Context: an optimization exercise on an open-source flow, tuned for small area and a short achievable clock period. The choices shown serve that exercise and are no tape-out recipe.
Function was checked by simulation only, so behaviour that the tests miss may differ from the original.
Power figures rest on the tool's default switching activity, not on a simulated workload.

== amber ==
==> flow/design.v (excerpt) <==
module rfg_host (
    input  wire        clk,
    input  wire        resn,
    input  wire [7:0]  s_axis_tdata,
    input  wire        s_axis_tvalid,
    output wire        s_axis_tready,
    input  wire [7:0]  s_axis_tid,
    output wire [7:0]  m_axis_tdata,
    output wire        m_axis_tvalid,
    input  wire        m_axis_tready,
    output wire        m_axis_tlast,
    output wire [7:0]  m_axis_tid,
    output wire [7:0]  m_axis_tdest,
    output wire        debug_got_byte,
    output wire [3:0]  debug_state,
    input  wire [15:0]   hk_xadc_temperature,
    input  wire          hk_xadc_temperature_write,
    input  wire [15:0]   hk_xadc_vccint,
    input  wire          hk_xadc_vccint_write,
    output wire [31:0]   hk_conversion_trigger,
    output wire          hk_conversion_trigger_interrupt,
    input  wire          hk_stat_conversions_counter_enable,
    output wire [7:0]    hk_ctrl,
    output wire [2:0]    hk_ctrl_select_adc,
    output wire [7:0]    hk_adcdac_mosi_fifo_m_axis_tdata,
    output wire          hk_adcdac_mosi_fifo_m_axis_tvalid,
    input  wire          hk_adcdac_mosi_fifo_m_axis_tready,
    output wire          hk_adcdac_mosi_fifo_m_axis_tlast,
    input  wire [7:0]    hk_adc_miso_fifo_s_axis_tdata,
    input  wire          hk_adc_miso_fifo_s_axis_tvalid,
    output wire          hk_adc_miso_fifo_s_axis_tready,
  ...
Size in the first run: ~4,800 cells after synthesis, ~1,200 flip-flops, roughly 950 I/O pins, about 53,000 µm² of cells after synthesis.
==> flow/config.mk <==
export PLATFORM = sky130hd
export DESIGN_NAME = rfg_host
export DESIGN_NICKNAME = rfg_host
export VERILOG_FILES = /design/flow/design.v
export SDC_FILE = /design/flow/constraint.sdc
export NUM_CORES = 4
export LEC_CHECK = 0
export CAP_MARGIN = 20
export CORE_AREA = 10 10 365 365
export CTS_CLUSTER_DIAMETER = 120
export CTS_CLUSTER_SIZE = 25
export DIE_AREA = 0 0 375 375
export SETUP_SLACK_MARGIN = 3.4
export SLEW_MARGIN = 20
==> flow/constraint.sdc <==
create_clock -name core_clock -period 6.0 [get_ports {clk}]
set_input_delay 1.2000 -clock core_clock [delete_from_list [all_inputs] [get_ports {clk}]]
set_output_delay 1.2000 -clock core_clock [all_outputs]
set_load 0.01 [all_outputs]
standard.sh (not shown) runs the stock make flow with config.mk's settings and CLKGATE_MAP_FILE= SYNTH_SCRIPT=/design/flow/synth_recipe.tcl, a recipe that flattens the netlist after the stock synthesis.
==> flow/flow/run.sh <==
#!/bin/bash
set -o pipefail
cp standard.sh standard_sh_copy.log
export BUFFER_PORTS_ARGS="-buffer_cell sky130_fd_sc_hd__buf_1"
bash standard.sh > standard.log 2>&1
Setup changes, amber to violet
--- a/flow/design.v
+++ b/flow/design.v
@@ -128,20 +128,21 @@
     localparam [3:0] RFP_HEADER      = 4'd0,
                      RFP_ADDRESS     = 4'd1,
                      RFP_ADDRESSB    = 4'd2,
                      RFP_LENGTHA     = 4'd3,
                      RFP_LENGTHB     = 4'd4,
                      RFP_WRITE_VALUE = 4'd5,
                      RFP_READ        = 4'd7,
                      RFP_READ_FINISH = 4'd9;
     reg [3:0]  rfp_state;
     reg [7:0]  rfg_header;       
+    reg [7:0]  rfg_length_lo;
     reg [15:0] rfg_current_length;
     reg [15:0] rfg_master_length;
     reg        read_buffer_write;
     reg        read_buffer_read;
     reg [7:0]  read_buffer_data_in;
     wire       read_buffer_full, read_buffer_almost_full, read_buffer_empty, read_buffer_almost_empty;
     wire       read_buffer_almost_full_next;
     wire [7:0] read_buffer_data_out;
     assign m_axis_tid = {4'h0, rfg_header[7:4]};
     wire m_axis_write_valid   = m_axis_tvalid && m_axis_tready;
@@ -157,27 +158,28 @@
         .almost_full(read_buffer_almost_full),
         .empty(read_buffer_empty),
         .almost_empty(read_buffer_almost_empty),
         .almost_full_next(read_buffer_almost_full_next),
         .write(read_buffer_write),
         .read(!m_axis_write_stall),
         .data_in(read_buffer_data_in),
         .data_out(read_buffer_data_out)
     );
     reg [3:0]  state_n;
-    reg [7:0]  header_n, addr_n, tdest_n, wvalue_n, tdata_n, rbdin_n;
+    reg [7:0]  header_n, addr_n, length_lo_n, tdest_n, wvalue_n, tdata_n, rbdin_n;
     reg [15:0] cur_len_n, mst_len_n;
     reg        write_n, write_last_n, tvalid_n, tlast_n, rbwrite_n, rbread_n;
     always @* begin
         state_n      = rfp_state;
         header_n     = rfg_header;
         addr_n       = rfg_address;
+        length_lo_n  = rfg_length_lo;
         cur_len_n    = rfg_current_length;
         mst_len_n    = rfg_master_length;
         tdest_n      = m_axis_tdest;
         write_n      = rfg_write;
         write_last_n = rfg_write_last;
         wvalue_n     = rfg_write_value;
         tvalid_n     = m_axis_tvalid;
         tlast_n      = m_axis_tlast;
         tdata_n      = m_axis_tdata;
         rbwrite_n    = read_buffer_write;
@@ -213,29 +215,28 @@
                 if (axis_sink_byte_valid) begin
                     addr_n  = s_axis_tdata;
                     state_n = rfg_header[3] ? RFP_ADDRESSB : RFP_LENGTHA;
                 end
             end
             RFP_ADDRESSB: begin
                 if (axis_sink_byte_valid) state_n = RFP_LENGTHA;
             end
             RFP_LENGTHA: begin
                 if (axis_sink_byte_valid) begin
-                    state_n          = RFP_LENGTHB;
-                    cur_len_n[7:0]   = s_axis_tdata;
-                    mst_len_n[7:0]   = s_axis_tdata;
+                    state_n     = RFP_LENGTHB;
+                    length_lo_n = s_axis_tdata;
                 end
             end
             RFP_LENGTHB: begin
                 if (axis_sink_byte_valid) begin
-                    cur_len_n[15:8] = s_axis_tdata;
-                    mst_len_n[15:8] = s_axis_tdata;
+                    cur_len_n = {s_axis_tdata, rfg_length_lo};
+                    mst_len_n = {s_axis_tdata, rfg_length_lo};
                     if (rfg_header[0])      state_n = RFP_WRITE_VALUE;
                     else if (rfg_header[1]) state_n = RFP_READ;
                     else                    state_n = RFP_HEADER;
                 end
             end
             RFP_READ_FINISH: begin
                 if (rfg_read_valid) begin
                     rbwrite_n = 1'b1;
                     rbdin_n   = rfg_read_value;
                 end else if (read_buffer_write && !read_buffer_full) begin
@@ -291,20 +292,21 @@
             m_axis_tvalid     <= tvalid_n;
             m_axis_tlast      <= tlast_n;
             read_buffer_write <= rbwrite_n;
             read_buffer_read  <= rbread_n;
             debug_got_byte    <= debug_got_byte || axis_sink_byte_valid;
         end
         rfg_read <= rfg_read_next;
         debug_state         <= rfp_state;
         rfg_header          <= header_n;
         rfg_address         <= addr_n;
+        rfg_length_lo       <= length_lo_n;
         rfg_current_length  <= cur_len_n;
         rfg_master_length   <= mst_len_n;
         m_axis_tdest        <= tdest_n;
         rfg_write_value     <= wvalue_n;
         m_axis_tdata        <= tdata_n;
         read_buffer_data_in <= rbdin_n;
     end
 endmodule
 module main_rfg(
     input  wire                clk,
Findings:
- Multi-input gate share of total cell area of violet is on par with amber.
- Final cell area: violet above amber
- The layout-stage area growth over the synthesis result in violet was higher than what amber gave.
- For the worst ir drop on vdd, violet came in 0.032 mV higher than amber did.
- Changes observed in violet relative to amber: clock network power has decreased, final sequential cell count now larger, time the final worst path needs with I/O delays and setup went down.
- Per the comparison of violet with amber, routed wire length higher, sequential share of layout area roughly the same.

## re-timing with driven ports
Ports are ideal in the flow. The routed layouts listed here were re-timed in OpenROAD. Step 1: set_driving_cell puts a clkbuf_16 on clk and a buf_2 on each other input, an assumption about the parent block. Step 2, shift: input delay + t, output delay - t, t = (earliest + latest rising clock arrival at the registers) / 2. This alone moves slack from input paths to output paths. Slacks: ideal ports / drivers / drivers and shift; pairs: ideal ports / drivers.
run	t, ns	setup slack, ns	worst setup path at the end	pins driven straight from the clock port
amber	0.799	3.249 / 3.166 / 2.597	input to register	1
violet	0.791	3.328 / 3.249 / 2.697	input to register	1
After both steps setup and hold are still met in every run listed. For amber, which loses most, drivers alone change the setup slack by -0.083 ns; drivers and shift together by -0.652 ns.
